Context: an optimization exercise on an open-source flow, tuned for small area and a short achievable clock period. The choices shown serve that exercise and are no tape-out recipe.
Where RTL was checked, it was by simulation tests only, not by an equivalence proof against the original.
Power is estimated from default activity; no workload was simulated.

==> flow/design.v (excerpt) <==
module MAC(
	clk,
	rst_n,
	in_valid,
	in_mode,
	in_act,
	in_wgt,
	out_act_idx,
	out_wgt_idx,
	out_idx,
	out_valid,
	out_data,
	out_finish
);
Size: about 180 I/O pins, roughly 47000 um2 of cells after synthesis.
clock: 8.4 ns
lec_check: 0
cap_margin: 20
core_margin: 2
core_utilization: 40
slew_margin: 20
run.sh (not shown) runs the stock make flow with config.mk's settings and CLKGATE_MAP_FILE= SYNTH_SCRIPT=/design/flow/synth_recipe.tcl, a recipe that flattens the netlist after the stock synthesis.
Then changed:
==> flow/flow/run.sh (new file) <==
#!/bin/bash
# Standard flow with Yosys's early ABC pass skipped.
export SYNTH_ARGS="-noabc"
bash standard.sh > standard_run.log 2>&1
==> flow/standard.sh (new file) <==
#!/bin/bash
# synth_recipe.tcl (not shown) runs the flow's synth.tcl, then flattens the netlist and writes it again
# the make line also repeats each setting of config.mk as NAME=value (left out here)
make -C /OpenROAD-flow-scripts/flow DESIGN_CONFIG=/design/flow/config.mk WORK_HOME=/design/flow/orfs CLKGATE_MAP_FILE= SYNTH_SCRIPT=/design/flow/synth_recipe.tcl "${@:-finish}"
removed: flow/run.sh
- The changed run completed without violations
- synthesized area fell by a few percent
- die area fell by a few percent
- worst setup slack got worse by 0.045 ns
- hold slack improved by 0.0088 ns
- clock-buffer cell count rose by 3
- wire length fell by a few percent
- fmax fell slightly
- power fell by a few percent
- combinational power fell by a little under a tenth
- global-route usage rose by 0.73 points
Function was not checked in any run of this note: the RTL went through the layout flow alone.


Setup of the previous run:
Another version of the RTL of MAC (not shown whole).
Size in the first run: about 3600 cells after synthesis, ~500 flip-flops, roughly 180 I/O pins, roughly 42000 µm² of cells after synthesis.
// MAC
module MAC(
	clk,
	rst_n,
	in_valid,
	in_mode,
	in_act,
	in_wgt,
	out_act_idx,
	out_wgt_idx,
	out_idx,
	out_valid,
	out_data,
	out_finish
);
==> flow/config.mk <==
export PLATFORM = sky130hd
export DESIGN_NAME = MAC
export DESIGN_NICKNAME = MAC
export VERILOG_FILES = /design/flow/design.v
export SDC_FILE = /design/flow/constraint.sdc
export NUM_CORES = 4
export LEC_CHECK = 0
export CAP_MARGIN = 20
export CORE_MARGIN = 2
export CORE_UTILIZATION = 40
export CTS_CLUSTER_DIAMETER = 150
export CTS_CLUSTER_SIZE = 20
export SETUP_SLACK_MARGIN = 4.3
export SLEW_MARGIN = 20
==> flow/constraint.sdc <==
create_clock -name core_clock -period 8.4 [get_ports {clk}]
set_input_delay 1.6800 -clock core_clock [delete_from_list [all_inputs] [get_ports {clk}]]
set_output_delay 1.6800 -clock core_clock [all_outputs]
set_load 0.01 [all_outputs]
standard.sh (not shown) runs the stock make flow with config.mk's settings and CLKGATE_MAP_FILE= SYNTH_SCRIPT=/design/flow/synth_recipe.tcl, a recipe that flattens the netlist after the stock synthesis.
==> flow/flow/run.sh <==
#!/bin/bash
# Layout flow: the standard flow, except that synthesis skips Yosys's early
# "abc -fast" pass (SYNTH_ARGS=-noabc), so the full adders the RTL spells out
# map to full-adder cells without inverters between them. The registers keep
# the standard synthesis's instance names and cell types: the standard
# synthesis is run first for reference, and if the two differ in anything but
# the names, its netlist is used unchanged. Ports are buffered with buf_2 rather
# than the delay cell buffer_ports picks by default. Each step logs to a file here.
set -u
RES=$PWD/orfs/results/$FLOW_PLATFORM/MAC/base

bash standard.sh synth > 1_synth_standard.log 2>&1 || exit 1
cp "$RES/1_2_yosys.v" standard_netlist.v

bash standard.sh clean_synth > 1_clean.log 2>&1
if SYNTH_ARGS=-noabc bash standard.sh "$RES/1_2_yosys.v" > 1_synth_noabc.log 2>&1 &&
   python3 flow/match_regs.py standard_netlist.v "$RES/1_2_yosys.v" > 1_match_regs.log 2>&1; then
  echo "using the netlist synthesized without the early ABC pass" >> 1_match_regs.log
else
  echo "falling back to the standard netlist" >> 1_match_regs.log
  bash standard.sh clean_synth >> 1_clean.log 2>&1
  bash standard.sh synth > 1_synth_standard2.log 2>&1 || exit 1
fi

export BUFFER_PORTS_ARGS="-buffer_cell sky130_fd_sc_hd__buf_2"
bash standard.sh > 2_layout.log 2>&1
Other scripts of this flow, unchanged in this note and not shown: flow/flow/match_regs.py
The following lists how the current run was set up differently from the previous run:
- SETUP_SLACK_MARGIN now 4.0, was 4.3
[summary]
- On post-route standard cell area excluding fillers: between the previous run and the current run, it ends up higher for the previous run.
- From the previous run to the current run the numbers moved as follows: relative contribution of sequential cells to total power increased 1.4 points, maximum operating frequency essentially unchanged, total power fell by 0.00096 W, switching portion of total power climbed 0.38 points.
No functional check of the RTL was part of any run of this note.


MAC, a different RTL version from the one above (not shown whole).
For scale: ~3500 cells after synthesis, about 440 flip-flops, ~41000 um^2 of cells after synthesis.
clock: 8.4 ns
lec_check: 0
cap_margin: 20
core_margin: 2
core_utilization: 40
setup_slack_margin: 4.0
slew_margin: 20
==> flow/flow/run.sh <==
#!/bin/bash
# Layout flow: the standard flow, except that synthesis skips Yosys's early
# "abc -fast" pass (SYNTH_ARGS=-noabc), so the full adders the RTL spells out
# map to full-adder cells without inverters between them. The registers keep
# the standard synthesis's instance names and cell types: the standard
# synthesis is run first for reference, and if the two differ in anything but
# the names, its netlist is used unchanged. Each step logs to a file here.
set -u
RES=$PWD/orfs/results/$FLOW_PLATFORM/MAC/base

bash standard.sh synth > 1_synth_standard.log 2>&1 || exit 1
cp "$RES/1_2_yosys.v" standard_netlist.v

bash standard.sh clean_synth > 1_clean.log 2>&1
if SYNTH_ARGS=-noabc bash standard.sh "$RES/1_2_yosys.v" > 1_synth_noabc.log 2>&1 &&
   python3 flow/match_regs.py standard_netlist.v "$RES/1_2_yosys.v" > 1_match_regs.log 2>&1; then
  echo "using the netlist synthesized without the early ABC pass" >> 1_match_regs.log
else
  echo "falling back to the standard netlist" >> 1_match_regs.log
  bash standard.sh clean_synth >> 1_clean.log 2>&1
  bash standard.sh synth > 1_synth_standard2.log 2>&1 || exit 1
fi

bash standard.sh > 2_layout.log 2>&1
Other scripts of this flow, unchanged in this note and not shown: flow/flow/match_regs.py
Edit:
SETUP_SLACK_MARGIN = 4.5   (was 4.0)
What happened:
- The changed run completed with no timing, DRC or antenna violations
- combinational power came out higher by about 10%
- count of clock-buffer cells in the layout is lower by 2
- final area goes up by about 13%
- area after synthesis is unchanged
- wire length rises by 20%
- global-route usage increases by 2.8 points
- clock skew barely changes
- setup slack gains 0.15 ns
No functional check of the RTL was part of any run of this note.


## run A
Another version of the RTL of MAC (not shown whole).
Size in the first run: about 3,400 cells after synthesis, ~460 flip-flops, roughly 180 I/O pins, about 44,000 um^2 of cells after synthesis.
Design MAC, start of the top module:
module MAC(
	clk,
	rst_n,
	in_valid,
	in_mode,
	in_act,
	in_wgt,
	out_act_idx,
	out_wgt_idx,
	out_idx,
	out_valid,
	out_data,
	out_finish
);
Settings: LEC_CHECK=0, CAP_MARGIN=20, CORE_MARGIN=2, CORE_UTILIZATION=40, SETUP_SLACK_MARGIN=3.5, SLEW_MARGIN=20; clock period 8.4 ns.
==> flow/flow/match_regs.py <==
#!/usr/bin/env python3
"""Give the registers of a netlist the instance names of a reference netlist.

usage: match_regs.py REF.v NET.v

Both netlists come from the same RTL; register instance names have the form
<register bit>$<Yosys flip-flop type>, and the type part can differ between two
syntheses (an enable or reset absorbed with the other polarity). Each register
of NET.v is renamed to the reference register with the same register bit. NET.v
is rewritten only if both hold the same register bits in the same cell types;
otherwise the script exits with status 1 and leaves NET.v alone.
"""
import re
import sys

INST = re.compile(r'^(\s*)(sky130_fd_sc_hd__\w+)(\s+)(\S+)(\s*\()')
SEQ = re.compile(r'sky130_fd_sc_hd__(df|edf|sdf|dl)')


def regs(lines):
    found = {}
    for k, line in enumerate(lines):
        m = INST.match(line)
        if not m or not SEQ.match(m.group(2)):
            continue
        name = m.group(4)
        plain = name[1:] if name.startswith('\\') else name
        cut = plain.rfind('$_')
        base = plain[:cut] if cut >= 0 else plain
        if base in found:
            raise SystemExit(f"two registers share the bit name {base}")
        found[base] = (m.group(2), name, k)
    return found


def main():
    ref_lines = open(sys.argv[1]).read().split('\n')
    net_lines = open(sys.argv[2]).read().split('\n')
    ref, net = regs(ref_lines), regs(net_lines)
    if set(ref) != set(net):
        print("register bits differ:", sorted(set(ref) ^ set(net))[:20])
        return 1
    bad = [b for b in ref if ref[b][0] != net[b][0]]
    if bad:
        print("cell types differ:", [(b, ref[b][0], net[b][0]) for b in bad[:20]])
        return 1
    renamed = 0
    for b, (cell, name, k) in net.items():
        new = ref[b][1]
        if new != name:
            m = INST.match(net_lines[k])
            net_lines[k] = m.group(1) + cell + m.group(3) + new + \
                (' ' if new.startswith('\\') and not m.group(5).startswith(' ') else '') + \
                m.group(5) + net_lines[k][m.end():]
            renamed += 1
    open(sys.argv[2], 'w').write('\n'.join(net_lines))
    print(f"{len(net)} registers, {renamed} renamed")
    return 0


if __name__ == '__main__':
    sys.exit(main())
Scripts as last shown in full above: flow/flow/run.sh
Setup changes, run A to run B
- SETUP_SLACK_MARGIN now 2.5, was 3.5
[summary]
- Between run B and run A, setup slack is higher for run A, run B comes in under that.
- Taking run A as the reference point, the minimum clock period after layout of run B rises by 850 ps.
- Run B vs run A — sequential share of layout area rose 0.20 points.
- Relative to run A, non-clock buffer count decreased by about 10% in run B.


Another version of the RTL of MAC (not shown whole).
Size in the first run: about 3600 cells after synthesis, roughly 490 flip-flops, about 180 I/O pins.
Design MAC, start of the top module:
module MAC(
	clk,
	rst_n,
	in_valid,
	in_mode,
	in_act,
	in_wgt,
	out_act_idx,
	out_wgt_idx,
	out_idx,
	out_valid,
	out_data,
	out_finish
);
input clk, rst_n, in_valid, in_mode;
input [0:7][3:0] in_act;
input [0:8][3:0] in_wgt;
output logic [3:0] out_act_idx, out_wgt_idx, out_idx;
output logic out_valid, out_finish;
output logic [0:7][11:0] out_data;
logic cs, mode;
logic [3:0] cnt;
logic [2:0] out_cnt;
assign out_act_idx = cnt;
assign out_cnt = mode ? (cnt[2:0] - 3'd2) : cnt[2:0];
always @(posedge clk or negedge rst_n) begin
	if (!rst_n) out_wgt_idx <= 4'd1;
	else out_wgt_idx <= in_valid ? 4'd1 : cnt + 4'd2;
end
always @(posedge clk or negedge rst_n) begin
	if (!rst_n) begin
		cs <= 1'b0;
		mode <= 1'b0;
		cnt <= 4'd0;
		out_valid <= 1'b0;
		out_finish <= 1'b0;
	end else begin
		if (in_valid) cs <= 1'b1;
		else if (out_finish) cs <= 1'b0;
		if (in_valid) mode <= in_mode;
		cnt <= in_valid ? 4'd0 : cnt + 4'd1;
		out_valid <= !in_valid && cs && (mode ? (cnt >= 4'd2 && cnt <= 4'd9) : cnt[3]);
		out_finish <= out_valid && (out_cnt == 3'd7);
	end
end
always @(posedge clk) begin
	out_idx <= {~mode, out_cnt};
end
logic mode_nx, pad_top, pad_bot;
assign mode_nx = in_valid ? in_mode : mode;    
assign pad_top = mode_nx & (cnt == 4'd1);
assign pad_bot = mode_nx & (cnt == 4'd8);
logic [0:7][3:0] wr, wh;
logic wh_load;
assign wh_load = !mode_nx || in_valid || cnt == 4'd1 || cnt == 4'd2 || cnt == 4'd8 || cnt == 4'd9;
always @(posedge clk) begin
	for (integer x = 0; x < 8; x = x + 1) begin
		if ((x < 3 && pad_top) || (x >= 6 && pad_bot)) wr[x] <= 4'hf;
		else wr[x] <= ~in_wgt[x];
		if (wh_load) begin
			if ((x < 3 && pad_top) || (x >= 6 && pad_bot)) wh[x] <= 4'hf;
			else wh[x] <= ~in_wgt[x];
		end
	end
end
logic csel;
assign csel = mode;
wire [0:7][3:0] act_n = ~in_act;
logic [0:8][3:0] a0;    
logic [0:8][3:0] a1;    
logic [0:8][3:0] a2;    
logic [0:8][3:0] a3;    
logic [0:8][3:0] a4;    
logic [0:8][3:0] a5;    
logic [0:8][3:0] a6;    
logic [0:8][3:0] a7;    
wire ld0 = csel | (cnt == 4'd0);
always @(posedge clk) begin
	if (ld0) a0[0] <= csel ? act_n[1] : act_n[0];
  ...
==> flow/config.mk <==
export PLATFORM = sky130hd
export DESIGN_NAME = MAC
export DESIGN_NICKNAME = MAC
export VERILOG_FILES = /design/flow/design.v
export SDC_FILE = /design/flow/constraint.sdc
export NUM_CORES = 4
export LEC_CHECK = 0
export CAP_MARGIN = 20
export CORE_MARGIN = 2
export CORE_UTILIZATION = 40
export CTS_CLUSTER_DIAMETER = 150
export CTS_CLUSTER_SIZE = 20
export SETUP_SLACK_MARGIN = 4.0
export SLEW_MARGIN = 20
==> flow/constraint.sdc <==
create_clock -name core_clock -period 8.4 [get_ports {clk}]
set_input_delay 1.6800 -clock core_clock [delete_from_list [all_inputs] [get_ports {clk}]]
set_output_delay 1.6800 -clock core_clock [all_outputs]
set_load 0.01 [all_outputs]
==> flow/flow/run.sh <==
#!/bin/bash
# Layout flow: the standard flow, except that synthesis skips Yosys's early
# "abc -fast" pass (SYNTH_ARGS=-noabc), so the full adders the RTL spells out
# map to full-adder cells without inverters between them. The registers keep
# the standard synthesis's instance names and cell types: the standard
# synthesis is run first for reference, and if the two differ in anything but
# the names, its netlist is used unchanged. Ports are buffered with buf_2 rather
# than the delay cell buffer_ports picks by default. Each step logs to a file here.
set -u
RES=$PWD/orfs/results/$FLOW_PLATFORM/MAC/base

bash standard.sh synth > 1_synth_standard.log 2>&1 || exit 1
cp "$RES/1_2_yosys.v" standard_netlist.v

bash standard.sh clean_synth > 1_clean.log 2>&1
if SYNTH_ARGS=-noabc bash standard.sh "$RES/1_2_yosys.v" > 1_synth_noabc.log 2>&1 &&
   python3 flow/match_regs.py standard_netlist.v "$RES/1_2_yosys.v" > 1_match_regs.log 2>&1; then
  echo "using the netlist synthesized without the early ABC pass" >> 1_match_regs.log
else
  echo "falling back to the standard netlist" >> 1_match_regs.log
  bash standard.sh clean_synth >> 1_clean.log 2>&1
  bash standard.sh synth > 1_synth_standard2.log 2>&1 || exit 1
fi

export BUFFER_PORTS_ARGS="-buffer_cell sky130_fd_sc_hd__buf_2"
bash standard.sh > 2_layout.log 2>&1
Scripts as last shown in full above: flow/flow/match_regs.py
The first run finished clean.
Then changed:
- SETUP_SLACK_MARGIN: 4.0 -> 4.2
What happened: Non-clock buffer count came out higher by 100; clock skew drops by 0.030 ns; final area goes up by 4.2%; clock-buffer cell count goes up by 1; register-to-register slack improves by 0.19 ns.
No functional check of the RTL was part of any run of this note.


== before ==
Another version of the RTL of MAC (not shown whole).
For scale: roughly 3600 cells after synthesis, ~500 flip-flops, roughly 180 I/O pins, roughly 0.042 mm2 of cells after synthesis.
==> flow/config.mk <==
export PLATFORM = sky130hd
export DESIGN_NAME = MAC
export DESIGN_NICKNAME = MAC
export VERILOG_FILES = /design/flow/design.v
export SDC_FILE = /design/flow/constraint.sdc
export NUM_CORES = 4
export LEC_CHECK = 0
export CAP_MARGIN = 20
export CORE_MARGIN = 2
export CORE_UTILIZATION = 40
export CTS_BUF_LIST = sky130_fd_sc_hd__clkbuf_8
export SETUP_SLACK_MARGIN = 4.0
export SLEW_MARGIN = 20
==> flow/constraint.sdc <==
create_clock -name core_clock -period 8.4 [get_ports {clk}]
set_input_delay 1.6800 -clock core_clock [delete_from_list [all_inputs] [get_ports {clk}]]
set_output_delay 1.6800 -clock core_clock [all_outputs]
set_load 0.01 [all_outputs]
Scripts as last shown in full above: flow/flow/run.sh, flow/flow/match_regs.py
The final layout from before, which completed every stage, passed the timing, design-rule and antenna checks at the end of the flow.
#### Input delta (after over before)
--- a/flow/config.mk
+++ b/flow/config.mk
@@ -9,5 +9,6 @@
 export CORE_MARGIN = 2
 export CORE_UTILIZATION = 40
-export CTS_BUF_LIST = sky130_fd_sc_hd__clkbuf_8
+export CTS_CLUSTER_DIAMETER = 150
+export CTS_CLUSTER_SIZE = 20
 export SETUP_SLACK_MARGIN = 4.0
 export SLEW_MARGIN = 20
## What came out
Diff before -> after | per-cell routed wire length | up slightly. after vs before on area overhead of the layout relative to synthesis: after is the lower one. Against before as the reference, after delivers a higher worst-margin pin slew. Multi-input combinational cell area, after and before: smaller value in after. Comparing after and before, switching share of power is lower on before. Taking before as the reference, in after count of fill cells added during filler insertion up about 0.7%, post-CTS setup-driven buffer insertion count lower, clock transition at the registers of the reported paths up 40 ps, overall power decreased by 1.2 mW relative to the old numbers. Looking at slowest library cell on the worst path, the sky130_fd_sc_hd__fa_2 result is from before; the sky130_fd_sc_hd__fa_1 one comes from after.
No run of this note included a check of the RTL's function; only the layout flow was run.

re-timing with driven ports:
The flow's constraints put no driver on any port. The routed layouts listed below were extracted and timed again, unchanged, in two steps. Step 1 (the two cells are an assumption about what drives the block):
set clk [get_ports {clk}]
set_driving_cell -lib_cell sky130_fd_sc_hd__clkbuf_16 $clk
set_driving_cell -lib_cell sky130_fd_sc_hd__buf_2 [delete_from_list [all_inputs] $clk]
Step 2 adds t to the input delays and takes it off the output delays; t is the mean of the earliest and latest rising clock arrival at the registers after step 1. Input paths then give back, and output paths get back, about the clock's delay inside the block. a / b / c = ideal ports / drivers / drivers and shift; a / b = the first two.
run	shift t [ns]	setup WS [ns]	worst setup path at the end	clock arrival spread, ns	slew at the worst register clock pin (ns)
the first run of note 1	0.759	2.500 / 2.500 / 2.500	register to register	0.038 / 0.038	0.07 / 0.07
the second run of note 1	0.731	2.456 / 2.456 / 2.456	register to register	0.050 / 0.050	0.07 / 0.07
the previous run	0.728	3.692 / 3.619 / 4.347	register to output	0.034 / 0.034	0.10 / 0.10
the current run	0.729	3.687 / 3.615 / 4.051	register to register	0.032 / 0.032	0.10 / 0.10
the first run of note 3	0.710	4.018 / 3.998 / 3.548	input to register	0.035 / 0.035	0.07 / 0.07
the second run of note 3	0.722	4.170 / 4.170 / 4.093	input to register	0.035 / 0.035	0.07 / 0.07
run A	0.735	3.536 / 3.536 / 3.536	register to register	0.036 / 0.036	0.07 / 0.07
run B	0.731	2.685 / 2.685 / 2.685	register to register	0.033 / 0.034	0.07 / 0.07
the first run of note 5	0.720	4.046 / 4.046 / 4.046	register to register	0.050 / 0.050	0.11 / 0.11
the second run of note 5	0.710	4.232 / 4.232 / 4.232	register to register	0.026 / 0.025	0.10 / 0.10
before	0.786	3.928 / 3.860 / 4.088	register to register	0.090 / 0.089	0.07 / 0.07
after	0.718	4.003 / 3.931 / 4.070	register to register	0.048 / 0.047	0.11 / 0.11
After both steps setup and hold are still met in every run listed. The setup slack of the first run of note 3, which loses most, moves by -0.020 ns with the drivers and by -0.470 ns with both steps.
